Context: an optimization exercise on an open-source flow, tuned for small area and a short achievable clock period. The choices shown serve that exercise and are no tape-out recipe.
No run shown here included a check of the RTL's function; only the layout flow was run.

## flow/design.v (module list and top-level ports; edited modules follow where they fit)
// module ex2_1: 1957 lines
// module ex2_1_fa: 4 lines
// module ex2_1_ha: 4 lines
// module ex2_1_pgi: 4 lines
// module ex2_1_pgn: 4 lines
// module ex2_1_x: 3 lines
// module ex2_1_xn: 3 lines
module ex2_1 (
	      input 		  clk, rst, validi,
	      input [31:0] 	  data_in,
	      output logic 	  valido,
	      output logic [31:0] data_out
	      );
  // ...
==> flow/flow/run.sh <==
#!/bin/bash
# The standard layout, except that the port buffers are plain buf_2 cells rather
# than the delay cells buffer_ports picks by default. make's full output goes to flow_make.log.
set -euo pipefail
bash standard.sh "BUFFER_PORTS_ARGS=-buffer_cell sky130_fd_sc_hd__buf_2" finish > flow_make.log 2>&1
==> flow/standard.sh <==
#!/bin/bash
# synth_recipe.tcl (not shown) runs the flow's synth.tcl, then flattens the netlist and writes it again
# the make line also repeats each setting of config.mk as NAME=value (left out here)
make -C /OpenROAD-flow-scripts/flow DESIGN_CONFIG=/design/flow/config.mk WORK_HOME=/design/flow/orfs CLKGATE_MAP_FILE= SYNTH_SCRIPT=/design/flow/synth_recipe.tcl "${@:-finish}"
==> flow/config.mk <==
export PLATFORM = sky130hd
export DESIGN_NAME = ex2_1
export DESIGN_NICKNAME = ex2_1
export VERILOG_FILES = /design/flow/design.v
export SDC_FILE = /design/flow/constraint.sdc
export NUM_CORES = 4
export LEC_CHECK = 0
export CAP_MARGIN = 20
export CORE_MARGIN = 2
export CORE_UTILIZATION = 40
export SETUP_SLACK_MARGIN = 4.4
export SLEW_MARGIN = 20
export SYNTH_HIERARCHICAL = 1
export TNS_END_PERCENT = 0
==> flow/constraint.sdc <==
create_clock -name core_clock -period 8.0 [get_ports {clk}]
set_input_delay 1.6000 -clock core_clock [delete_from_list [all_inputs] [get_ports {clk}]]
set_output_delay 1.6000 -clock core_clock [all_outputs]
set_load 0.01 [all_outputs]
==> reports/qor.yml, run 1 <==
cells_and_area:
  regArea_sq_mm: 0.00334
  multi_input_gates: 1221
  fillers: 3878
  seq_share: 0.187
  final_area_sq_mm: 0.0179
  reg.largest.list: "a x32, data_out x32, cnt x2"
  final_core_util: 0.438
  bufAreaShareNonClock: 0.0298
  syn_to_final_growth_pct: 8.37
  clock_buffers: 19
sta:
  rsz0062_at_grt: "true"
  fin_crit_sh: 0.450
global_route:
  grt.overflow.total: 0
  grtUsageMet2: 0.381
  track_usage: 0.239
worst_setup_path:
  crit_required_ns: 8.32
  crit_buf_inv: 1
  crit_family: "adder cells"
  critPathSlowestCell: "fa_1"
min_path:
  worstHoldEndpoint: "cnt[0]"
floorplan:
  boundaryPins: 68
  coreArea_sq_mm: 0.0407
status:
  outcome: "complete, no violations"
cts:
  postCtsSetupBuffers: 0
==> run 2: changes to the inputs <==
--- a/flow/design.v
+++ b/flow/design.v
@@ -932,16 +932,17 @@
    wire s799;
    wire c800;
    wire s801;
    wire c802;
    wire s803;
    wire s804;
    wire [31:0] ra, rb;
    wire [31:0] g0, p0, sum;
+   wire [31:0] gn0, tn0;
    wire xg1, xp1;
    wire xg2, xp2;
    wire xg3, xp3;
    wire xg4, xp4;
    wire xg5, xp5;
    wire xg6, xp6;
    wire xg7, xp7;
    wire xg8, xp8;
@@ -979,106 +980,60 @@
    wire xg40, xp40;
    wire xg41, xp41;
    wire xg42, xp42;
    wire xg43, xp43;
    wire xg44, xp44;
    wire xg45, xp45;
    wire xg46, xp46;
    wire xg47, xp47;
-   wire xg48, xp48;
+   wire gi48, pi48;
    wire xg49, xp49;
    wire xg50, xp50;
    wire xg51, xp51;
    wire xg52, xp52;
    wire xg53, xp53;
    wire xg54, xp54;
    wire xg55, xp55;
    wire xg56, xp56;
    wire xg57, xp57;
    wire xg58, xp58;
    wire xg59, xp59;
    wire xg60, xp60;
    wire xg61, xp61;
-   wire xg62, xp62;
+   wire gi62, pi62;
    wire xg63, xp63;
    wire gi64, pi64;
    wire xg65, xp65;
    wire xg66, xp66;
    wire xg67, xp67;
    wire xg68, xp68;
    wire xg69, xp69;
    wire xg70, xp70;
    wire xg71, xp71;
    wire xg72, xp72;
    wire xg73, xp73;
    wire xg74, xp74;
    wire xg75, xp75;
    wire xg76, xp76;
    wire xg77, xp77;
-   wire xg78, xp78;
+   wire gi78, pi78;
    wire xg79, xp79;
-   wire xg80, xp80;
+   wire gi80, pi80;
    wire xg81, xp81;
-   wire xg82, xp82;
+   wire gi82, pi82;
    wire xg83, xp83;
-   wire xg84, xp84;
+   wire gi84, pi84;
    wire xg85, xp85;
-   wire xg86, xp86;
+   wire gi86, pi86;
    wire xg87, xp87;
-   wire xg88, xp88;
+   wire gi88, pi88;
    wire xg89, xp89;
-   wire xg90, xp90;
+   wire gi90, pi90;
    wire xg91, xp91;
-   wire xg92, xp92;
-   wire xg93, xp93;
-   wire gi94, pi94;
-   wire xg95, xp95;
-   wire gi96, pi96;
-   wire xg97, xp97;
-   wire xg98, xp98;
-   wire xg99, xp99;
-   wire xg100, xp100;
-   wire xg101, xp101;
-   wire xg102, xp102;
-   wire xg103, xp103;
-   wire xg104, xp104;
-   wire xg105, xp105;
-   wire xg106, xp106;
-   wire xg107, xp107;
-   wire xg108, xp108;
-   wire xg109, xp109;
-   wire xg110, xp110;
-   wire xg111, xp111;
-   wire xg112, xp112;
-   wire xg113, xp113;
-   wire xg114, xp114;
-   wire xg115, xp115;
-   wire xg116, xp116;
-   wire xg117, xp117;
-   wire xg118, xp118;
-   wire xg119, xp119;
-   wire xg120, xp120;
-   wire xg121, xp121;
-   wire gi122, pi122;
-   wire xg123, xp123;
-   wire gi124, pi124;
-   wire xg125, xp125;
-   wire gi126, pi126;
-   wire xg127, xp127;
-   wire gi128, pi128;
-   wire xg129, xp129;
-   wire xg130, xp130;
-   wire xg131, xp131;
-   wire xg132, xp132;
-   wire xg133, xp133;
-   wire xg134, xp134;
-   wire xg135, xp135;
-   wire xg136, xp136;
-   wire xg137, xp137;
    always_ff @(posedge clk) begin
       a <= data_in;
       q0 <= bn0;
       q1 <= pp1;
       q2 <= pp2;
       q3 <= s273;
       q4 <= s275;
       q5 <= s279;
@@ -1770,195 +1725,183 @@
    ex2_1_fa us795 (.a(c730), .b(s731), .c(data_in[27]), .s(s795), .co(c796));
    ex2_1_fa us797 (.a(c732), .b(s733), .c(data_in[28]), .s(s797), .co(c798));
    ex2_1_fa us799 (.a(c734), .b(s735), .c(data_in[29]), .s(s799), .co(c800));
    ex2_1_fa us801 (.a(c736), .b(s737), .c(data_in[30]), .s(s801), .co(c802));
    assign s803 = data_in[31] ^ s740;
    assign s804 = c738 ^ s803;
    assign ra = {c802, c800, c798, c796, c794, c792, c790, c788, c786, c784, c782, c780, c778, c776, c774, c772, c770, c768, c766, c764, c762, c760, c758, c756, c754, c752, c750, c748, c746, c744, c742, s741};
    assign rb = {s804, s801, s799, s797, s795, s793, s791, s789, s787, s785, s783, s781, s779, s777, s775, s773, s771, s769, s767, s765, s763, s761, s759, s757, s755, s753, s751, s749, s747, s745, s743, 1'b0};
-   assign g0 = ra & rb;
    assign p0 = ra ^ rb;
-   ex2_1_pgi ug1 (.gh(g0[1]), .ph(p0[1]), .gl(g0[0]), .pl(1'b1), .gn(xg1), .pn(xp1));
-   ex2_1_pgi ug2 (.gh(g0[2]), .ph(p0[2]), .gl(g0[1]), .pl(p0[1]), .gn(xg2), .pn(xp2));
-   ex2_1_pgi ug3 (.gh(g0[3]), .ph(p0[3]), .gl(g0[2]), .pl(p0[2]), .gn(xg3), .pn(xp3));
-   ex2_1_pgi ug4 (.gh(g0[4]), .ph(p0[4]), .gl(g0[3]), .pl(p0[3]), .gn(xg4), .pn(xp4));
-   ex2_1_pgi ug5 (.gh(g0[5]), .ph(p0[5]), .gl(g0[4]), .pl(p0[4]), .gn(xg5), .pn(xp5));
-   ex2_1_pgi ug6 (.gh(g0[6]), .ph(p0[6]), .gl(g0[5]), .pl(p0[5]), .gn(xg6), .pn(xp6));
-   ex2_1_pgi ug7 (.gh(g0[7]), .ph(p0[7]), .gl(g0[6]), .pl(p0[6]), .gn(xg7), .pn(xp7));
-   ex2_1_pgi ug8 (.gh(g0[8]), .ph(p0[8]), .gl(g0[7]), .pl(p0[7]), .gn(xg8), .pn(xp8));
-   ex2_1_pgi ug9 (.gh(g0[9]), .ph(p0[9]), .gl(g0[8]), .pl(p0[8]), .gn(xg9), .pn(xp9));
-   ex2_1_pgi ug10 (.gh(g0[10]), .ph(p0[10]), .gl(g0[9]), .pl(p0[9]), .gn(xg10), .pn(xp10));
-   ex2_1_pgi ug11 (.gh(g0[11]), .ph(p0[11]), .gl(g0[10]), .pl(p0[10]), .gn(xg11), .pn(xp11));
-   ex2_1_pgi ug12 (.gh(g0[12]), .ph(p0[12]), .gl(g0[11]), .pl(p0[11]), .gn(xg12), .pn(xp12));
-   ex2_1_pgi ug13 (.gh(g0[13]), .ph(p0[13]), .gl(g0[12]), .pl(p0[12]), .gn(xg13), .pn(xp13));
-   ex2_1_pgi ug14 (.gh(g0[14]), .ph(p0[14]), .gl(g0[13]), .pl(p0[13]), .gn(xg14), .pn(xp14));
-   ex2_1_pgi ug15 (.gh(g0[15]), .ph(p0[15]), .gl(g0[14]), .pl(p0[14]), .gn(xg15), .pn(xp15));
-   ex2_1_pgi ug16 (.gh(g0[16]), .ph(p0[16]), .gl(g0[15]), .pl(p0[15]), .gn(xg16), .pn(xp16));
-   ex2_1_pgi ug17 (.gh(g0[17]), .ph(p0[17]), .gl(g0[16]), .pl(p0[16]), .gn(xg17), .pn(xp17));
-   ex2_1_pgi ug18 (.gh(g0[18]), .ph(p0[18]), .gl(g0[17]), .pl(p0[17]), .gn(xg18), .pn(xp18));
-   ex2_1_pgi ug19 (.gh(g0[19]), .ph(p0[19]), .gl(g0[18]), .pl(p0[18]), .gn(xg19), .pn(xp19));
-   ex2_1_pgi ug20 (.gh(g0[20]), .ph(p0[20]), .gl(g0[19]), .pl(p0[19]), .gn(xg20), .pn(xp20));
-   ex2_1_pgi ug21 (.gh(g0[21]), .ph(p0[21]), .gl(g0[20]), .pl(p0[20]), .gn(xg21), .pn(xp21));
-   ex2_1_pgi ug22 (.gh(g0[22]), .ph(p0[22]), .gl(g0[21]), .pl(p0[21]), .gn(xg22), .pn(xp22));
-   ex2_1_pgi ug23 (.gh(g0[23]), .ph(p0[23]), .gl(g0[22]), .pl(p0[22]), .gn(xg23), .pn(xp23));
-   ex2_1_pgi ug24 (.gh(g0[24]), .ph(p0[24]), .gl(g0[23]), .pl(p0[23]), .gn(xg24), .pn(xp24));
-   ex2_1_pgi ug25 (.gh(g0[25]), .ph(p0[25]), .gl(g0[24]), .pl(p0[24]), .gn(xg25), .pn(xp25));
-   ex2_1_pgi ug26 (.gh(g0[26]), .ph(p0[26]), .gl(g0[25]), .pl(p0[25]), .gn(xg26), .pn(xp26));
-   ex2_1_pgi ug27 (.gh(g0[27]), .ph(p0[27]), .gl(g0[26]), .pl(p0[26]), .gn(xg27), .pn(xp27));
-   ex2_1_pgi ug28 (.gh(g0[28]), .ph(p0[28]), .gl(g0[27]), .pl(p0[27]), .gn(xg28), .pn(xp28));
-   ex2_1_pgi ug29 (.gh(g0[29]), .ph(p0[29]), .gl(g0[28]), .pl(p0[28]), .gn(xg29), .pn(xp29));
-   ex2_1_pgi ug30 (.gh(g0[30]), .ph(p0[30]), .gl(g0[29]), .pl(p0[29]), .gn(xg30), .pn(xp30));
-   ex2_1_pgi ug31 (.gh(g0[31]), .ph(p0[31]), .gl(g0[30]), .pl(p0[30]), .gn(xg31), .pn(xp31));
-   assign gi32 = ~g0[0];
-   assign pi32 = ~p0[0];
-   ex2_1_pgn ug33 (.gnh(xg2), .pnh(xp2), .gnl(gi32), .pnl(1'b0), .g(xg33), .p(xp33));
-   ex2_1_pgn ug34 (.gnh(xg3), .pnh(xp3), .gnl(xg1), .pnl(1'b0), .g(xg34), .p(xp34));
-   ex2_1_pgn ug35 (.gnh(xg4), .pnh(xp4), .gnl(xg2), .pnl(xp2), .g(xg35), .p(xp35));
-   ex2_1_pgn ug36 (.gnh(xg5), .pnh(xp5), .gnl(xg3), .pnl(xp3), .g(xg36), .p(xp36));
-   ex2_1_pgn ug37 (.gnh(xg6), .pnh(xp6), .gnl(xg4), .pnl(xp4), .g(xg37), .p(xp37));
-   ex2_1_pgn ug38 (.gnh(xg7), .pnh(xp7), .gnl(xg5), .pnl(xp5), .g(xg38), .p(xp38));
-   ex2_1_pgn ug39 (.gnh(xg8), .pnh(xp8), .gnl(xg6), .pnl(xp6), .g(xg39), .p(xp39));
-   ex2_1_pgn ug40 (.gnh(xg9), .pnh(xp9), .gnl(xg7), .pnl(xp7), .g(xg40), .p(xp40));
-   ex2_1_pgn ug41 (.gnh(xg10), .pnh(xp10), .gnl(xg8), .pnl(xp8), .g(xg41), .p(xp41));
-   ex2_1_pgn ug42 (.gnh(xg11), .pnh(xp11), .gnl(xg9), .pnl(xp9), .g(xg42), .p(xp42));
-   ex2_1_pgn ug43 (.gnh(xg12), .pnh(xp12), .gnl(xg10), .pnl(xp10), .g(xg43), .p(xp43));
-   ex2_1_pgn ug44 (.gnh(xg13), .pnh(xp13), .gnl(xg11), .pnl(xp11), .g(xg44), .p(xp44));
-   ex2_1_pgn ug45 (.gnh(xg14), .pnh(xp14), .gnl(xg12), .pnl(xp12), .g(xg45), .p(xp45));
-   ex2_1_pgn ug46 (.gnh(xg15), .pnh(xp15), .gnl(xg13), .pnl(xp13), .g(xg46), .p(xp46));
-   ex2_1_pgn ug47 (.gnh(xg16), .pnh(xp16), .gnl(xg14), .pnl(xp14), .g(xg47), .p(xp47));
-   ex2_1_pgn ug48 (.gnh(xg17), .pnh(xp17), .gnl(xg15), .pnl(xp15), .g(xg48), .p(xp48));
-   ex2_1_pgn ug49 (.gnh(xg18), .pnh(xp18), .gnl(xg16), .pnl(xp16), .g(xg49), .p(xp49));
-   ex2_1_pgn ug50 (.gnh(xg19), .pnh(xp19), .gnl(xg17), .pnl(xp17), .g(xg50), .p(xp50));
-   ex2_1_pgn ug51 (.gnh(xg20), .pnh(xp20), .gnl(xg18), .pnl(xp18), .g(xg51), .p(xp51));
-   ex2_1_pgn ug52 (.gnh(xg21), .pnh(xp21), .gnl(xg19), .pnl(xp19), .g(xg52), .p(xp52));
-   ex2_1_pgn ug53 (.gnh(xg22), .pnh(xp22), .gnl(xg20), .pnl(xp20), .g(xg53), .p(xp53));
-   ex2_1_pgn ug54 (.gnh(xg23), .pnh(xp23), .gnl(xg21), .pnl(xp21), .g(xg54), .p(xp54));
-   ex2_1_pgn ug55 (.gnh(xg24), .pnh(xp24), .gnl(xg22), .pnl(xp22), .g(xg55), .p(xp55));
-   ex2_1_pgn ug56 (.gnh(xg25), .pnh(xp25), .gnl(xg23), .pnl(xp23), .g(xg56), .p(xp56));
-   ex2_1_pgn ug57 (.gnh(xg26), .pnh(xp26), .gnl(xg24), .pnl(xp24), .g(xg57), .p(xp57));
-   ex2_1_pgn ug58 (.gnh(xg27), .pnh(xp27), .gnl(xg25), .pnl(xp25), .g(xg58), .p(xp58));
-   ex2_1_pgn ug59 (.gnh(xg28), .pnh(xp28), .gnl(xg26), .pnl(xp26), .g(xg59), .p(xp59));
-   ex2_1_pgn ug60 (.gnh(xg29), .pnh(xp29), .gnl(xg27), .pnl(xp27), .g(xg60), .p(xp60));
-   ex2_1_pgn ug61 (.gnh(xg30), .pnh(xp30), .gnl(xg28), .pnl(xp28), .g(xg61), .p(xp61));
-   ex2_1_pgn ug62 (.gnh(xg31), .pnh(xp31), .gnl(xg29), .pnl(xp29), .g(xg62), .p(xp62));
-   ex2_1_pgi ug63 (.gh(xg35), .ph(xp35), .gl(g0[0]), .pl(1'b1), .gn(xg63), .pn(xp63));
-   assign gi64 = ~xg1;
-   assign pi64 = ~xp1;
-   ex2_1_pgi ug65 (.gh(xg36), .ph(xp36), .gl(gi64), .pl(1'b1), .gn(xg65), .pn(xp65));
-   ex2_1_pgi ug66 (.gh(xg37), .ph(xp37), .gl(xg33), .pl(1'b1), .gn(xg66), .pn(xp66));
-   ex2_1_pgi ug67 (.gh(xg38), .ph(xp38), .gl(xg34), .pl(1'b1), .gn(xg67), .pn(xp67));
-   ex2_1_pgi ug68 (.gh(xg39), .ph(xp39), .gl(xg35), .pl(xp35), .gn(xg68), .pn(xp68));
-   ex2_1_pgi ug69 (.gh(xg40), .ph(xp40), .gl(xg36), .pl(xp36), .gn(xg69), .pn(xp69));
-   ex2_1_pgi ug70 (.gh(xg41), .ph(xp41), .gl(xg37), .pl(xp37), .gn(xg70), .pn(xp70));
-   ex2_1_pgi ug71 (.gh(xg42), .ph(xp42), .gl(xg38), .pl(xp38), .gn(xg71), .pn(xp71));
-   ex2_1_pgi ug72 (.gh(xg43), .ph(xp43), .gl(xg39), .pl(xp39), .gn(xg72), .pn(xp72));
-   ex2_1_pgi ug73 (.gh(xg44), .ph(xp44), .gl(xg40), .pl(xp40), .gn(xg73), .pn(xp73));
-   ex2_1_pgi ug74 (.gh(xg45), .ph(xp45), .gl(xg41), .pl(xp41), .gn(xg74), .pn(xp74));
-   ex2_1_pgi ug75 (.gh(xg46), .ph(xp46), .gl(xg42), .pl(xp42), .gn(xg75), .pn(xp75));
-   ex2_1_pgi ug76 (.gh(xg47), .ph(xp47), .gl(xg43), .pl(xp43), .gn(xg76), .pn(xp76));
-   ex2_1_pgi ug77 (.gh(xg48), .ph(xp48), .gl(xg44), .pl(xp44), .gn(xg77), .pn(xp77));
-   ex2_1_pgi ug78 (.gh(xg49), .ph(xp49), .gl(xg45), .pl(xp45), .gn(xg78), .pn(xp78));
-   ex2_1_pgi ug79 (.gh(xg50), .ph(xp50), .gl(xg46), .pl(xp46), .gn(xg79), .pn(xp79));
-   ex2_1_pgi ug80 (.gh(xg51), .ph(xp51), .gl(xg47), .pl(xp47), .gn(xg80), .pn(xp80));
-   ex2_1_pgi ug81 (.gh(xg52), .ph(xp52), .gl(xg48), .pl(xp48), .gn(xg81), .pn(xp81));
-   ex2_1_pgi ug82 (.gh(xg53), .ph(xp53), .gl(xg49), .pl(xp49), .gn(xg82), .pn(xp82));
-   ex2_1_pgi ug83 (.gh(xg54), .ph(xp54), .gl(xg50), .pl(xp50), .gn(xg83), .pn(xp83));
-   ex2_1_pgi ug84 (.gh(xg55), .ph(xp55), .gl(xg51), .pl(xp51), .gn(xg84), .pn(xp84));
-   ex2_1_pgi ug85 (.gh(xg56), .ph(xp56), .gl(xg52), .pl(xp52), .gn(xg85), .pn(xp85));
-   ex2_1_pgi ug86 (.gh(xg57), .ph(xp57), .gl(xg53), .pl(xp53), .gn(xg86), .pn(xp86));
-   ex2_1_pgi ug87 (.gh(xg58), .ph(xp58), .gl(xg54), .pl(xp54), .gn(xg87), .pn(xp87));
-   ex2_1_pgi ug88 (.gh(xg59), .ph(xp59), .gl(xg55), .pl(xp55), .gn(xg88), .pn(xp88));
-   ex2_1_pgi ug89 (.gh(xg60), .ph(xp60), .gl(xg56), .pl(xp56), .gn(xg89), .pn(xp89));
-   ex2_1_pgi ug90 (.gh(xg61), .ph(xp61), .gl(xg57), .pl(xp57), .gn(xg90), .pn(xp90));
-   ex2_1_pgi ug91 (.gh(xg62), .ph(xp62), .gl(xg58), .pl(xp58), .gn(xg91), .pn(xp91));
-   ex2_1_pgn ug92 (.gnh(xg68), .pnh(xp68), .gnl(gi32), .pnl(1'b0), .g(xg92), .p(xp92));
-   ex2_1_pgn ug93 (.gnh(xg69), .pnh(xp69), .gnl(xg1), .pnl(1'b0), .g(xg93), .p(xp93));
-   assign gi94 = ~xg33;
-   assign pi94 = ~xp33;
-   ex2_1_pgn ug95 (.gnh(xg70), .pnh(xp70), .gnl(gi94), .pnl(1'b0), .g(xg95), .p(xp95));
-   assign gi96 = ~xg34;
-   assign pi96 = ~xp34;
-   ex2_1_pgn ug97 (.gnh(xg71), .pnh(xp71), .gnl(gi96), .pnl(1'b0), .g(xg97), .p(xp97));
-   ex2_1_pgn ug98 (.gnh(xg72), .pnh(xp72), .gnl(xg63), .pnl(1'b0), .g(xg98), .p(xp98));
-   ex2_1_pgn ug99 (.gnh(xg73), .pnh(xp73), .gnl(xg65), .pnl(1'b0), .g(xg99), .p(xp99));
-   ex2_1_pgn ug100 (.gnh(xg74), .pnh(xp74), .gnl(xg66), .pnl(1'b0), .g(xg100), .p(xp100));
-   ex2_1_pgn ug101 (.gnh(xg75), .pnh(xp75), .gnl(xg67), .pnl(1'b0), .g(xg101), .p(xp101));
-   ex2_1_pgn ug102 (.gnh(xg76), .pnh(xp76), .gnl(xg68), .pnl(xp68), .g(xg102), .p(xp102));
-   ex2_1_pgn ug103 (.gnh(xg77), .pnh(xp77), .gnl(xg69), .pnl(xp69), .g(xg103), .p(xp103));
-   ex2_1_pgn ug104 (.gnh(xg78), .pnh(xp78), .gnl(xg70), .pnl(xp70), .g(xg104), .p(xp104));
-   ex2_1_pgn ug105 (.gnh(xg79), .pnh(xp79), .gnl(xg71), .pnl(xp71), .g(xg105), .p(xp105));
-   ex2_1_pgn ug106 (.gnh(xg80), .pnh(xp80), .gnl(xg72), .pnl(xp72), .g(xg106), .p(xp106));
-   ex2_1_pgn ug107 (.gnh(xg81), .pnh(xp81), .gnl(xg73), .pnl(xp73), .g(xg107), .p(xp107));
-   ex2_1_pgn ug108 (.gnh(xg82), .pnh(xp82), .gnl(xg74), .pnl(xp74), .g(xg108), .p(xp108));
-   ex2_1_pgn ug109 (.gnh(xg83), .pnh(xp83), .gnl(xg75), .pnl(xp75), .g(xg109), .p(xp109));
-   ex2_1_pgn ug110 (.gnh(xg84), .pnh(xp84), .gnl(xg76), .pnl(xp76), .g(xg110), .p(xp110));
-   ex2_1_pgn ug111 (.gnh(xg85), .pnh(xp85), .gnl(xg77), .pnl(xp77), .g(xg111), .p(xp111));
-   ex2_1_pgn ug112 (.gnh(xg86), .pnh(xp86), .gnl(xg78), .pnl(xp78), .g(xg112), .p(xp112));
-   ex2_1_pgn ug113 (.gnh(xg87), .pnh(xp87), .gnl(xg79), .pnl(xp79), .g(xg113), .p(xp113));
-   ex2_1_pgn ug114 (.gnh(xg88), .pnh(xp88), .gnl(xg80), .pnl(xp80), .g(xg114), .p(xp114));
-   ex2_1_pgn ug115 (.gnh(xg89), .pnh(xp89), .gnl(xg81), .pnl(xp81), .g(xg115), .p(xp115));
-   ex2_1_pgn ug116 (.gnh(xg90), .pnh(xp90), .gnl(xg82), .pnl(xp82), .g(xg116), .p(xp116));
-   ex2_1_pgn ug117 (.gnh(xg91), .pnh(xp91), .gnl(xg83), .pnl(xp83), .g(xg117), .p(xp117));
-   ex2_1_pgi ug118 (.gh(xg102), .ph(xp102), .gl(g0[0]), .pl(1'b1), .gn(xg118), .pn(xp118));
-   ex2_1_pgi ug119 (.gh(xg103), .ph(xp103), .gl(gi64), .pl(1'b1), .gn(xg119), .pn(xp119));
-   ex2_1_pgi ug120 (.gh(xg104), .ph(xp104), .gl(xg33), .pl(1'b1), .gn(xg120), .pn(xp120));
-   ex2_1_pgi ug121 (.gh(xg105), .ph(xp105), .gl(xg34), .pl(1'b1), .gn(xg121), .pn(xp121));
-   assign gi122 = ~xg63;
-   assign pi122 = ~xp63;
-   ex2_1_pgi ug123 (.gh(xg106), .ph(xp106), .gl(gi122), .pl(1'b1), .gn(xg123), .pn(xp123));
-   assign gi124 = ~xg65;
-   assign pi124 = ~xp65;
-   ex2_1_pgi ug125 (.gh(xg107), .ph(xp107), .gl(gi124), .pl(1'b1), .gn(xg125), .pn(xp125));
-   assign gi126 = ~xg66;
-   assign pi126 = ~xp66;
-   ex2_1_pgi ug127 (.gh(xg108), .ph(xp108), .gl(gi126), .pl(1'b1), .gn(xg127), .pn(xp127));
-   assign gi128 = ~xg67;
-   assign pi128 = ~xp67;
-   ex2_1_pgi ug129 (.gh(xg109), .ph(xp109), .gl(gi128), .pl(1'b1), .gn(xg129), .pn(xp129));
-   ex2_1_pgi ug130 (.gh(xg110), .ph(xp110), .gl(xg92), .pl(1'b1), .gn(xg130), .pn(xp130));
-   ex2_1_pgi ug131 (.gh(xg111), .ph(xp111), .gl(xg93), .pl(1'b1), .gn(xg131), .pn(xp131));
-   ex2_1_pgi ug132 (.gh(xg112), .ph(xp112), .gl(xg95), .pl(1'b1), .gn(xg132), .pn(xp132));
-   ex2_1_pgi ug133 (.gh(xg113), .ph(xp113), .gl(xg97), .pl(1'b1), .gn(xg133), .pn(xp133));
-   ex2_1_pgi ug134 (.gh(xg114), .ph(xp114), .gl(xg98), .pl(1'b1), .gn(xg134), .pn(xp134));
-   ex2_1_pgi ug135 (.gh(xg115), .ph(xp115), .gl(xg99), .pl(1'b1), .gn(xg135), .pn(xp135));
-   ex2_1_pgi ug136 (.gh(xg116), .ph(xp116), .gl(xg100), .pl(1'b1), .gn(xg136), .pn(xp136));
-   ex2_1_pgi ug137 (.gh(xg117), .ph(xp117), .gl(xg101), .pl(1'b1), .gn(xg137), .pn(xp137));
+   ex2_1_gt ugt0 (.a(ra[0]), .b(rb[0]), .gn(gn0[0]), .tn(tn0[0]));
+   ex2_1_gt ugt1 (.a(ra[1]), .b(rb[1]), .gn(gn0[1]), .tn(tn0[1]));
+   ex2_1_gt ugt2 (.a(ra[2]), .b(rb[2]), .gn(gn0[2]), .tn(tn0[2]));
+   ex2_1_gt ugt3 (.a(ra[3]), .b(rb[3]), .gn(gn0[3]), .tn(tn0[3]));
+   ex2_1_gt ugt4 (.a(ra[4]), .b(rb[4]), .gn(gn0[4]), .tn(tn0[4]));
+   ex2_1_gt ugt5 (.a(ra[5]), .b(rb[5]), .gn(gn0[5]), .tn(tn0[5]));
+   ex2_1_gt ugt6 (.a(ra[6]), .b(rb[6]), .gn(gn0[6]), .tn(tn0[6]));
+   ex2_1_gt ugt7 (.a(ra[7]), .b(rb[7]), .gn(gn0[7]), .tn(tn0[7]));
+   ex2_1_gt ugt8 (.a(ra[8]), .b(rb[8]), .gn(gn0[8]), .tn(tn0[8]));
+   ex2_1_gt ugt9 (.a(ra[9]), .b(rb[9]), .gn(gn0[9]), .tn(tn0[9]));
+   ex2_1_gt ugt10 (.a(ra[10]), .b(rb[10]), .gn(gn0[10]), .tn(tn0[10]));
+   ex2_1_gt ugt11 (.a(ra[11]), .b(rb[11]), .gn(gn0[11]), .tn(tn0[11]));
+   ex2_1_gt ugt12 (.a(ra[12]), .b(rb[12]), .gn(gn0[12]), .tn(tn0[12]));
+   ex2_1_gt ugt13 (.a(ra[13]), .b(rb[13]), .gn(gn0[13]), .tn(tn0[13]));
+   ex2_1_gt ugt14 (.a(ra[14]), .b(rb[14]), .gn(gn0[14]), .tn(tn0[14]));
+   ex2_1_gt ugt15 (.a(ra[15]), .b(rb[15]), .gn(gn0[15]), .tn(tn0[15]));
+   ex2_1_gt ugt16 (.a(ra[16]), .b(rb[16]), .gn(gn0[16]), .tn(tn0[16]));
+   ex2_1_gt ugt17 (.a(ra[17]), .b(rb[17]), .gn(gn0[17]), .tn(tn0[17]));
+   ex2_1_gt ugt18 (.a(ra[18]), .b(rb[18]), .gn(gn0[18]), .tn(tn0[18]));
+   ex2_1_gt ugt19 (.a(ra[19]), .b(rb[19]), .gn(gn0[19]), .tn(tn0[19]));
+   ex2_1_gt ugt20 (.a(ra[20]), .b(rb[20]), .gn(gn0[20]), .tn(tn0[20]));
+   ex2_1_gt ugt21 (.a(ra[21]), .b(rb[21]), .gn(gn0[21]), .tn(tn0[21]));
+   ex2_1_gt ugt22 (.a(ra[22]), .b(rb[22]), .gn(gn0[22]), .tn(tn0[22]));
+   ex2_1_gt ugt23 (.a(ra[23]), .b(rb[23]), .gn(gn0[23]), .tn(tn0[23]));
+   ex2_1_gt ugt24 (.a(ra[24]), .b(rb[24]), .gn(gn0[24]), .tn(tn0[24]));
+   ex2_1_gt ugt25 (.a(ra[25]), .b(rb[25]), .gn(gn0[25]), .tn(tn0[25]));
+   ex2_1_gt ugt26 (.a(ra[26]), .b(rb[26]), .gn(gn0[26]), .tn(tn0[26]));
+   ex2_1_gt ugt27 (.a(ra[27]), .b(rb[27]), .gn(gn0[27]), .tn(tn0[27]));
+   ex2_1_gt ugt28 (.a(ra[28]), .b(rb[28]), .gn(gn0[28]), .tn(tn0[28]));
+   ex2_1_gt ugt29 (.a(ra[29]), .b(rb[29]), .gn(gn0[29]), .tn(tn0[29]));
+   ex2_1_gt ugt30 (.a(ra[30]), .b(rb[30]), .gn(gn0[30]), .tn(tn0[30]));
+   ex2_1_gt ugt31 (.a(ra[31]), .b(rb[31]), .gn(gn0[31]), .tn(tn0[31]));
+   ex2_1_pgn ug1 (.gnh(gn0[1]), .pnh(tn0[1]), .gnl(gn0[0]), .pnl(1'b0), .g(xg1), .p(xp1));
+   ex2_1_pgn ug2 (.gnh(gn0[3]), .pnh(tn0[3]), .gnl(gn0[2]), .pnl(tn0[2]), .g(xg2), .p(xp2));
+   ex2_1_pgn ug3 (.gnh(gn0[5]), .pnh(tn0[5]), .gnl(gn0[4]), .pnl(tn0[4]), .g(xg3), .p(xp3));
+   ex2_1_pgn ug4 (.gnh(gn0[7]), .pnh(tn0[7]), .gnl(gn0[6]), .pnl(tn0[6]), .g(xg4), .p(xp4));
+   ex2_1_pgn ug5 (.gnh(gn0[9]), .pnh(tn0[9]), .gnl(gn0[8]), .pnl(tn0[8]), .g(xg5), .p(xp5));
+   ex2_1_pgn ug6 (.gnh(gn0[11]), .pnh(tn0[11]), .gnl(gn0[10]), .pnl(tn0[10]), .g(xg6), .p(xp6));
+   ex2_1_pgn ug7 (.gnh(gn0[13]), .pnh(tn0[13]), .gnl(gn0[12]), .pnl(tn0[12]), .g(xg7), .p(xp7));
+   ex2_1_pgn ug8 (.gnh(gn0[15]), .pnh(tn0[15]), .gnl(gn0[14]), .pnl(tn0[14]), .g(xg8), .p(xp8));
+   ex2_1_pgn ug9 (.gnh(gn0[17]), .pnh(tn0[17]), .gnl(gn0[16]), .pnl(tn0[16]), .g(xg9), .p(xp9));
+   ex2_1_pgn ug10 (.gnh(gn0[19]), .pnh(tn0[19]), .gnl(gn0[18]), .pnl(tn0[18]), .g(xg10), .p(xp10));
+   ex2_1_pgn ug11 (.gnh(gn0[21]), .pnh(tn0[21]), .gnl(gn0[20]), .pnl(tn0[20]), .g(xg11), .p(xp11));
+   ex2_1_pgn ug12 (.gnh(gn0[23]), .pnh(tn0[23]), .gnl(gn0[22]), .pnl(tn0[22]), .g(xg12), .p(xp12));
+   ex2_1_pgn ug13 (.gnh(gn0[25]), .pnh(tn0[25]), .gnl(gn0[24]), .pnl(tn0[24]), .g(xg13), .p(xp13));
+   ex2_1_pgn ug14 (.gnh(gn0[27]), .pnh(tn0[27]), .gnl(gn0[26]), .pnl(tn0[26]), .g(xg14), .p(xp14));
+   ex2_1_pgn ug15 (.gnh(gn0[29]), .pnh(tn0[29]), .gnl(gn0[28]), .pnl(tn0[28]), .g(xg15), .p(xp15));
+   ex2_1_pgn ug16 (.gnh(gn0[31]), .pnh(tn0[31]), .gnl(gn0[30]), .pnl(tn0[30]), .g(xg16), .p(xp16));
+   ex2_1_pgi ug17 (.gh(xg2), .ph(xp2), .gl(xg1), .pl(1'b1), .gn(xg17), .pn(xp17));
+   ex2_1_pgi ug18 (.gh(xg3), .ph(xp3), .gl(xg2), .pl(xp2), .gn(xg18), .pn(xp18));
+   ex2_1_pgi ug19 (.gh(xg4), .ph(xp4), .gl(xg3), .pl(xp3), .gn(xg19), .pn(xp19));
+   ex2_1_pgi ug20 (.gh(xg5), .ph(xp5), .gl(xg4), .pl(xp4), .gn(xg20), .pn(xp20));
+   ex2_1_pgi ug21 (.gh(xg6), .ph(xp6), .gl(xg5), .pl(xp5), .gn(xg21), .pn(xp21));
+   ex2_1_pgi ug22 (.gh(xg7), .ph(xp7), .gl(xg6), .pl(xp6), .gn(xg22), .pn(xp22));
+   ex2_1_pgi ug23 (.gh(xg8), .ph(xp8), .gl(xg7), .pl(xp7), .gn(xg23), .pn(xp23));
+   ex2_1_pgi ug24 (.gh(xg9), .ph(xp9), .gl(xg8), .pl(xp8), .gn(xg24), .pn(xp24));
+   ex2_1_pgi ug25 (.gh(xg10), .ph(xp10), .gl(xg9), .pl(xp9), .gn(xg25), .pn(xp25));
+   ex2_1_pgi ug26 (.gh(xg11), .ph(xp11), .gl(xg10), .pl(xp10), .gn(xg26), .pn(xp26));
+   ex2_1_pgi ug27 (.gh(xg12), .ph(xp12), .gl(xg11), .pl(xp11), .gn(xg27), .pn(xp27));
+   ex2_1_pgi ug28 (.gh(xg13), .ph(xp13), .gl(xg12), .pl(xp12), .gn(xg28), .pn(xp28));
+   ex2_1_pgi ug29 (.gh(xg14), .ph(xp14), .gl(xg13), .pl(xp13), .gn(xg29), .pn(xp29));
+   ex2_1_pgi ug30 (.gh(xg15), .ph(xp15), .gl(xg14), .pl(xp14), .gn(xg30), .pn(xp30));
+   ex2_1_pgi ug31 (.gh(xg16), .ph(xp16), .gl(xg15), .pl(xp15), .gn(xg31), .pn(xp31));
+   assign gi32 = ~xg1;
+   assign pi32 = ~xp1;
+   ex2_1_pgn ug33 (.gnh(xg18), .pnh(xp18), .gnl(gi32), .pnl(1'b0), .g(xg33), .p(xp33));
+   ex2_1_pgn ug34 (.gnh(xg19), .pnh(xp19), .gnl(xg17), .pnl(1'b0), .g(xg34), .p(xp34));
+   ex2_1_pgn ug35 (.gnh(xg20), .pnh(xp20), .gnl(xg18), .pnl(xp18), .g(xg35), .p(xp35));
+   ex2_1_pgn ug36 (.gnh(xg21), .pnh(xp21), .gnl(xg19), .pnl(xp19), .g(xg36), .p(xp36));
+   ex2_1_pgn ug37 (.gnh(xg22), .pnh(xp22), .gnl(xg20), .pnl(xp20), .g(xg37), .p(xp37));
+   ex2_1_pgn ug38 (.gnh(xg23), .pnh(xp23), .gnl(xg21), .pnl(xp21), .g(xg38), .p(xp38));
+   ex2_1_pgn ug39 (.gnh(xg24), .pnh(xp24), .gnl(xg22), .pnl(xp22), .g(xg39), .p(xp39));
+   ex2_1_pgn ug40 (.gnh(xg25), .pnh(xp25), .gnl(xg23), .pnl(xp23), .g(xg40), .p(xp40));
+   ex2_1_pgn ug41 (.gnh(xg26), .pnh(xp26), .gnl(xg24), .pnl(xp24), .g(xg41), .p(xp41));
+   ex2_1_pgn ug42 (.gnh(xg27), .pnh(xp27), .gnl(xg25), .pnl(xp25), .g(xg42), .p(xp42));
+   ex2_1_pgn ug43 (.gnh(xg28), .pnh(xp28), .gnl(xg26), .pnl(xp26), .g(xg43), .p(xp43));
+   ex2_1_pgn ug44 (.gnh(xg29), .pnh(xp29), .gnl(xg27), .pnl(xp27), .g(xg44), .p(xp44));
+   ex2_1_pgn ug45 (.gnh(xg30), .pnh(xp30), .gnl(xg28), .pnl(xp28), .g(xg45), .p(xp45));
+   ex2_1_pgn ug46 (.gnh(xg31), .pnh(xp31), .gnl(xg29), .pnl(xp29), .g(xg46), .p(xp46));
+   ex2_1_pgi ug47 (.gh(xg35), .ph(xp35), .gl(xg1), .pl(1'b1), .gn(xg47), .pn(xp47));
+   assign gi48 = ~xg17;
+   assign pi48 = ~xp17;
+   ex2_1_pgi ug49 (.gh(xg36), .ph(xp36), .gl(gi48), .pl(1'b1), .gn(xg49), .pn(xp49));
+   ex2_1_pgi ug50 (.gh(xg37), .ph(xp37), .gl(xg33), .pl(1'b1), .gn(xg50), .pn(xp50));
+   ex2_1_pgi ug51 (.gh(xg38), .ph(xp38), .gl(xg34), .pl(1'b1), .gn(xg51), .pn(xp51));
+   ex2_1_pgi ug52 (.gh(xg39), .ph(xp39), .gl(xg35), .pl(xp35), .gn(xg52), .pn(xp52));
+   ex2_1_pgi ug53 (.gh(xg40), .ph(xp40), .gl(xg36), .pl(xp36), .gn(xg53), .pn(xp53));
+   ex2_1_pgi ug54 (.gh(xg41), .ph(xp41), .gl(xg37), .pl(xp37), .gn(xg54), .pn(xp54));
+   ex2_1_pgi ug55 (.gh(xg42), .ph(xp42), .gl(xg38), .pl(xp38), .gn(xg55), .pn(xp55));
+   ex2_1_pgi ug56 (.gh(xg43), .ph(xp43), .gl(xg39), .pl(xp39), .gn(xg56), .pn(xp56));
+   ex2_1_pgi ug57 (.gh(xg44), .ph(xp44), .gl(xg40), .pl(xp40), .gn(xg57), .pn(xp57));
+   ex2_1_pgi ug58 (.gh(xg45), .ph(xp45), .gl(xg41), .pl(xp41), .gn(xg58), .pn(xp58));
+   ex2_1_pgi ug59 (.gh(xg46), .ph(xp46), .gl(xg42), .pl(xp42), .gn(xg59), .pn(xp59));
+   ex2_1_pgn ug60 (.gnh(xg52), .pnh(xp52), .gnl(gi32), .pnl(1'b0), .g(xg60), .p(xp60));
+   ex2_1_pgn ug61 (.gnh(xg53), .pnh(xp53), .gnl(xg17), .pnl(1'b0), .g(xg61), .p(xp61));
+   assign gi62 = ~xg33;
+   assign pi62 = ~xp33;
+   ex2_1_pgn ug63 (.gnh(xg54), .pnh(xp54), .gnl(gi62), .pnl(1'b0), .g(xg63), .p(xp63));
+   assign gi64 = ~xg34;
+   assign pi64 = ~xp34;
+   ex2_1_pgn ug65 (.gnh(xg55), .pnh(xp55), .gnl(gi64), .pnl(1'b0), .g(xg65), .p(xp65));
+   ex2_1_pgn ug66 (.gnh(xg56), .pnh(xp56), .gnl(xg47), .pnl(1'b0), .g(xg66), .p(xp66));
+   ex2_1_pgn ug67 (.gnh(xg57), .pnh(xp57), .gnl(xg49), .pnl(1'b0), .g(xg67), .p(xp67));
+   ex2_1_pgn ug68 (.gnh(xg58), .pnh(xp58), .gnl(xg50), .pnl(1'b0), .g(xg68), .p(xp68));
+   ex2_1_pgn ug69 (.gnh(xg59), .pnh(xp59), .gnl(xg51), .pnl(1'b0), .g(xg69), .p(xp69));
+   ex2_1_pgn ug70 (.gnh(gn0[2]), .pnh(tn0[2]), .gnl(gi32), .pnl(1'b0), .g(xg70), .p(xp70));
+   ex2_1_pgn ug71 (.gnh(gn0[4]), .pnh(tn0[4]), .gnl(xg17), .pnl(1'b0), .g(xg71), .p(xp71));
+   ex2_1_pgn ug72 (.gnh(gn0[6]), .pnh(tn0[6]), .gnl(gi62), .pnl(1'b0), .g(xg72), .p(xp72));
+   ex2_1_pgn ug73 (.gnh(gn0[8]), .pnh(tn0[8]), .gnl(gi64), .pnl(1'b0), .g(xg73), .p(xp73));
+   ex2_1_pgn ug74 (.gnh(gn0[10]), .pnh(tn0[10]), .gnl(xg47), .pnl(1'b0), .g(xg74), .p(xp74));
+   ex2_1_pgn ug75 (.gnh(gn0[12]), .pnh(tn0[12]), .gnl(xg49), .pnl(1'b0), .g(xg75), .p(xp75));
+   ex2_1_pgn ug76 (.gnh(gn0[14]), .pnh(tn0[14]), .gnl(xg50), .pnl(1'b0), .g(xg76), .p(xp76));
+   ex2_1_pgn ug77 (.gnh(gn0[16]), .pnh(tn0[16]), .gnl(xg51), .pnl(1'b0), .g(xg77), .p(xp77));
+   assign gi78 = ~xg60;
+   assign pi78 = ~xp60;
+   ex2_1_pgn ug79 (.gnh(gn0[18]), .pnh(tn0[18]), .gnl(gi78), .pnl(1'b0), .g(xg79), .p(xp79));
+   assign gi80 = ~xg61;
+   assign pi80 = ~xp61;
+   ex2_1_pgn ug81 (.gnh(gn0[20]), .pnh(tn0[20]), .gnl(gi80), .pnl(1'b0), .g(xg81), .p(xp81));
+   assign gi82 = ~xg63;
+   assign pi82 = ~xp63;
+   ex2_1_pgn ug83 (.gnh(gn0[22]), .pnh(tn0[22]), .gnl(gi82), .pnl(1'b0), .g(xg83), .p(xp83));
+   assign gi84 = ~xg65;
+   assign pi84 = ~xp65;
+   ex2_1_pgn ug85 (.gnh(gn0[24]), .pnh(tn0[24]), .gnl(gi84), .pnl(1'b0), .g(xg85), .p(xp85));
+   assign gi86 = ~xg66;
+   assign pi86 = ~xp66;
+   ex2_1_pgn ug87 (.gnh(gn0[26]), .pnh(tn0[26]), .gnl(gi86), .pnl(1'b0), .g(xg87), .p(xp87));
+   assign gi88 = ~xg67;
+   assign pi88 = ~xp67;
+   ex2_1_pgn ug89 (.gnh(gn0[28]), .pnh(tn0[28]), .gnl(gi88), .pnl(1'b0), .g(xg89), .p(xp89));
+   assign gi90 = ~xg68;
+   assign pi90 = ~xp68;
+   ex2_1_pgn ug91 (.gnh(gn0[30]), .pnh(tn0[30]), .gnl(gi90), .pnl(1'b0), .g(xg91), .p(xp91));
    assign sum[0] = p0[0];
-   ex2_1_x us1 (.a(p0[1]), .b(g0[0]), .y(sum[1]));
-   ex2_1_xn us2 (.a(p0[2]), .b(xg1), .y(sum[2]));
-   ex2_1_x us3 (.a(p0[3]), .b(xg33), .y(sum[3]));
-   ex2_1_x us4 (.a(p0[4]), .b(xg34), .y(sum[4]));
-   ex2_1_xn us5 (.a(p0[5]), .b(xg63), .y(sum[5]));
-   ex2_1_xn us6 (.a(p0[6]), .b(xg65), .y(sum[6]));
-   ex2_1_xn us7 (.a(p0[7]), .b(xg66), .y(sum[7]));
-   ex2_1_xn us8 (.a(p0[8]), .b(xg67), .y(sum[8]));
-   ex2_1_x us9 (.a(p0[9]), .b(xg92), .y(sum[9]));
-   ex2_1_x us10 (.a(p0[10]), .b(xg93), .y(sum[10]));
-   ex2_1_x us11 (.a(p0[11]), .b(xg95), .y(sum[11]));
-   ex2_1_x us12 (.a(p0[12]), .b(xg97), .y(sum[12]));
-   ex2_1_x us13 (.a(p0[13]), .b(xg98), .y(sum[13]));
-   ex2_1_x us14 (.a(p0[14]), .b(xg99), .y(sum[14]));
-   ex2_1_x us15 (.a(p0[15]), .b(xg100), .y(sum[15]));
-   ex2_1_x us16 (.a(p0[16]), .b(xg101), .y(sum[16]));
-   ex2_1_xn us17 (.a(p0[17]), .b(xg118), .y(sum[17]));
-   ex2_1_xn us18 (.a(p0[18]), .b(xg119), .y(sum[18]));
-   ex2_1_xn us19 (.a(p0[19]), .b(xg120), .y(sum[19]));
-   ex2_1_xn us20 (.a(p0[20]), .b(xg121), .y(sum[20]));
-   ex2_1_xn us21 (.a(p0[21]), .b(xg123), .y(sum[21]));
-   ex2_1_xn us22 (.a(p0[22]), .b(xg125), .y(sum[22]));
-   ex2_1_xn us23 (.a(p0[23]), .b(xg127), .y(sum[23]));
-   ex2_1_xn us24 (.a(p0[24]), .b(xg129), .y(sum[24]));
-   ex2_1_xn us25 (.a(p0[25]), .b(xg130), .y(sum[25]));
-   ex2_1_xn us26 (.a(p0[26]), .b(xg131), .y(sum[26]));
-   ex2_1_xn us27 (.a(p0[27]), .b(xg132), .y(sum[27]));
-   ex2_1_xn us28 (.a(p0[28]), .b(xg133), .y(sum[28]));
-   ex2_1_xn us29 (.a(p0[29]), .b(xg134), .y(sum[29]));
-   ex2_1_xn us30 (.a(p0[30]), .b(xg135), .y(sum[30]));
-   ex2_1_xn us31 (.a(p0[31]), .b(xg136), .y(sum[31]));
+   ex2_1_xn us1 (.a(p0[1]), .b(gn0[0]), .y(sum[1]));
+   ex2_1_x us2 (.a(p0[2]), .b(xg1), .y(sum[2]));
+   ex2_1_x us3 (.a(p0[3]), .b(xg70), .y(sum[3]));
+   ex2_1_xn us4 (.a(p0[4]), .b(xg17), .y(sum[4]));
+   ex2_1_x us5 (.a(p0[5]), .b(xg71), .y(sum[5]));
+   ex2_1_x us6 (.a(p0[6]), .b(xg33), .y(sum[6]));
+   ex2_1_x us7 (.a(p0[7]), .b(xg72), .y(sum[7]));
+   ex2_1_x us8 (.a(p0[8]), .b(xg34), .y(sum[8]));
+   ex2_1_x us9 (.a(p0[9]), .b(xg73), .y(sum[9]));
+   ex2_1_xn us10 (.a(p0[10]), .b(xg47), .y(sum[10]));
+   ex2_1_x us11 (.a(p0[11]), .b(xg74), .y(sum[11]));
+   ex2_1_xn us12 (.a(p0[12]), .b(xg49), .y(sum[12]));
+   ex2_1_x us13 (.a(p0[13]), .b(xg75), .y(sum[13]));
+   ex2_1_xn us14 (.a(p0[14]), .b(xg50), .y(sum[14]));
+   ex2_1_x us15 (.a(p0[15]), .b(xg76), .y(sum[15]));
+   ex2_1_xn us16 (.a(p0[16]), .b(xg51), .y(sum[16]));
+   ex2_1_x us17 (.a(p0[17]), .b(xg77), .y(sum[17]));
+   ex2_1_x us18 (.a(p0[18]), .b(xg60), .y(sum[18]));
+   ex2_1_x us19 (.a(p0[19]), .b(xg79), .y(sum[19]));
+   ex2_1_x us20 (.a(p0[20]), .b(xg61), .y(sum[20]));
+   ex2_1_x us21 (.a(p0[21]), .b(xg81), .y(sum[21]));
+   ex2_1_x us22 (.a(p0[22]), .b(xg63), .y(sum[22]));
+   ex2_1_x us23 (.a(p0[23]), .b(xg83), .y(sum[23]));
+   ex2_1_x us24 (.a(p0[24]), .b(xg65), .y(sum[24]));
+   ex2_1_x us25 (.a(p0[25]), .b(xg85), .y(sum[25]));
+   ex2_1_x us26 (.a(p0[26]), .b(xg66), .y(sum[26]));
+   ex2_1_x us27 (.a(p0[27]), .b(xg87), .y(sum[27]));
+   ex2_1_x us28 (.a(p0[28]), .b(xg67), .y(sum[28]));
+   ex2_1_x us29 (.a(p0[29]), .b(xg89), .y(sum[29]));
+   ex2_1_x us30 (.a(p0[30]), .b(xg68), .y(sum[30]));
+   ex2_1_x us31 (.a(p0[31]), .b(xg91), .y(sum[31]));
 endmodule
 module ex2_1_fa (input a, b, c, output s, co);
    assign s = a ^ b ^ c;
    assign co = (a & b) | (c & (a ^ b));
 endmodule
 module ex2_1_ha (input a, b, output s, co);
    assign s = a ^ b;
    assign co = a & b;
@@ -1966,14 +1909,18 @@
 module ex2_1_pgi (input gh, ph, gl, pl, output gn, pn);
    assign gn = ~(gh | (ph & gl));
    assign pn = ~(ph & pl);
 endmodule
 module ex2_1_pgn (input gnh, pnh, gnl, pnl, output g, p);
    assign g = ~(gnh & (pnh | gnl));
    assign p = ~(pnh | pnl);
 endmodule
+module ex2_1_gt (input a, b, output gn, tn);
+   assign gn = ~(a & b);
+   assign tn = ~(a | b);
+endmodule
 module ex2_1_x (input a, b, output y);
    assign y = a ^ b;
 endmodule
 module ex2_1_xn (input a, b, output y);
    assign y = ~(a ^ b);
 endmodule
==> reports/qor.yml, run 2 <==
job:
  cap_violations: 0  # unchanged
global_route:
  grt_pass1_wl_mm: 73.1  # was 75.9 mm
  track_usage: 0.236  # was 0.239
  grt_pass1_vias: 11900  # was 12600
  grt_max_degree: 67  # was 59
  grt.overflow.total: 0  # unchanged
  grt_antenna_before_repair: 0  # was 3
placed_design:
  routabilityCongestion: 0.904  # was 0.888
  placed_area_sq_mm: 0.0167  # was 0.0171 sq mm
  dpl.hpwl_mm: 33.9  # was 35.2 mm
  place_inst: 2006  # was 2051
  portBuffers: 67  # unchanged
synth:
  syn-cell-area_sq_mm: 0.0160  # was 0.0165 sq mm
  postSynthAreaPerCell_sq_um: 10.5  # was 10.6 sq um
  yosys_warnings: 7  # unchanged
  syn_inst: 1523  # was 1557
sta:
  hold_viol: 0  # unchanged
  finalSetupViolCount: 0  # unchanged
  fin_tns_setup_ns: 0  # unchanged
  max_freq_ghz: 0.277  # was 0.278 GHz
  clock_skew_ns: 0.0113  # was 0.00951 ns
  fin_crit_ns: 3.61  # was 3.60 ns
  fin_crit_sh: 0.452  # was 0.450
  slew_violations: 0  # unchanged
  rsz0062_at_grt: "true"  # unchanged
  relSlewSlack: 0.299  # was 0.268
  tightest_slew_ns: 1.05  # was 1.10 ns
detailed_routing:
  dr.pass1.iters: 8  # unchanged
  drcViolationCount: 0  # unchanged
  antenna_left: 0  # unchanged
  wl_mm: 47.3  # was 49.3 mm
  drtIter0Drc: 995  # was 1235
  routedWlPerCell_um: 23.1  # was 23.7 um
  num_vias: 11500  # was 12000
  viasPerCell: 5.61  # was 5.74
cells_and_area:
  final_area_sq_mm: 0.0175  # was 0.0179 sq mm
  reg.largest.list: "a x32, data_out x32, cnt x2"  # unchanged
  multi_input_area_sq_mm: 0.0122  # was 0.0125 sq mm
  fillers: 3800  # was 3878
  drive_above_1_share: 0.179  # was 0.182
  final_core_util: 0.442  # was 0.438
  fin_cells: 2045  # was 2085
  syn_to_final_growth_pct: 9.53  # was 8.37%
  final_common_cell: "xnor2_1"  # unchanged
  fin_nets: 1824  # was 1887
  mostFrequentLayoutCells: "xnor2_1 (269), fa_1 (226), a22oi_1 (205), dfxtp_1 (160), xor2_1 (72)"  # was xnor2_1 (282), fa_1 (227), a22oi_1 (219), dfxtp_1 (161), nand2_1 (71)
  diodes: 0  # was 1
  regArea_sq_mm: 0.00334  # about the same
worst_setup_path:
  critPathLaunchType: "input port"  # unchanged
  end_kind: "register"  # unchanged
  r2r_slack_ns: 4.44  # was 4.46 ns
  crit_type: "in -> reg"  # unchanged
  arrival_ns: 3.96  # was 3.92 ns
  critical_path.max_fanout: 32  # was 22
  crit_required_ns: 8.35  # was 8.32 ns
floorplan:
  die_h_um: 204  # was 207 um
  dieArea_sq_mm: 0.0416  # was 0.0428 sq mm
  coreArea_sq_mm: 0.0396  # was 0.0407 sq mm
  start_util: 0.404  # about the same
  die_w_um: 204  # was 207 um
  boundaryPins: 68  # unchanged
  placementRows: 73  # was 74
cts:
  cts_sinks: 166  # unchanged
  insertion_delay_ns: 0.47  # was 0.46 ns
  h-tree-depth: 4  # unchanged
  cts_max_path_buffers: 2  # unchanged
  cts_made_buffers: 17  # unchanged
  clkTransAtPathRegs_ns: 0.07  # was 0.06 ns
  cts_tree: "built"  # unchanged
  clockRootBuffer: "clkbuf_16"  # unchanged
min_path:
  min_path_type: "reg -> reg"  # unchanged
status:
  outcome: "complete, no violations"  # unchanged
-- run 2: final timing paths --
kind,from,endpoint,cells after the start
min reg2reg,cnt[0],cnt[0],1
max reg2reg,q79,data_out[31],14
min in group asynchronous,rst,cnt[1],2
min,cnt[0],cnt[0],1
max,data_in[2],q43,7
max in group asynchronous,rst,cnt[0],2
-- run 2: worst max-delay path, cell delays in order --
cell and delay, ns:
buf_4 0.33, a22oi_2 0.16, xnor2_2 0.20, fa_2 0.44, fa_2 0.40, fa_2 0.37
fa_1 0.43
-- run 2: metal layers --
| metal | vias to the layer above | GRT usage | part of all wire |
|---|---|---|---|
| met2 | 460 | 0.384 | 0.48 |
| met1 | 5875 | 0.312 | 0.43 |
| met3 | 67 | 0.0501 | 0.066 |
| li1 | 5061 | - | - |
| met5 | - | 0 | 0 |
| met4 | 0 | 0.0802 | 0.028 |
-- run 2: per-stage QoR --
stage | setup WS, ns | hold slack (ns)
2_1_floorplan | 4.25 | 0.363
3_3_place_gp | 3.68 | 0.418
3_5_place_dp | 3.64 | 0.436
4_1_cts | 4.33 | 0.445
5_1_grt | 4.33 | 0.457
6_report | 4.39 | 0.435
-- run 2: layout make-up --
class,instances,area share
multi-input cells,1180,0.696
flip-flops and latches,166,0.191
well taps,525,0.0375
repair buffers,86,0.0320
clock buffers,19,0.0253
inverters,56,0.0122
clock inverters,13,0.00635
-- run 2: what timing repair did --
item / CTS / global route
hold buffers: 0 / 0
resized for setup: 27 / 52
buffers inserted: 2 / 4
cloned: 0 / 1
pin swaps: 3 / 12
setup endpoints to repair: 50 / 61

re-timing with driven ports:
The flow's constraints put no driver on any port. The routed layouts listed below were extracted and timed again, unchanged, in two steps.
Step 1: set_driving_cell puts a clkbuf_16 on clk and a buf_2 on each other input, an assumption about the parent block.
Step 2 times the ports against the registers' clock, not the clock port: input delays grow and output delays shrink by t, the midpoint of the rising clock arrivals with the driver on.
Slacks: ideal / step 1 / step 2; pairs: ideal / step 1.
| run | t (ns) | slack for setup (ns) | slew at the worst register clock pin (ns) |
|---|---|---|---|
| run 1 | 0.510 | 4.399 / 4.408 / 3.899 | 0.07 / 0.07 |
| run 2 | 0.513 | 4.387 / 4.409 / 3.896 | 0.07 / 0.07 |
After both steps every run listed still meets setup and hold. For run 1, which loses most, drivers alone change the setup slack by +0.009 ns; drivers and shift together by -0.500 ns.
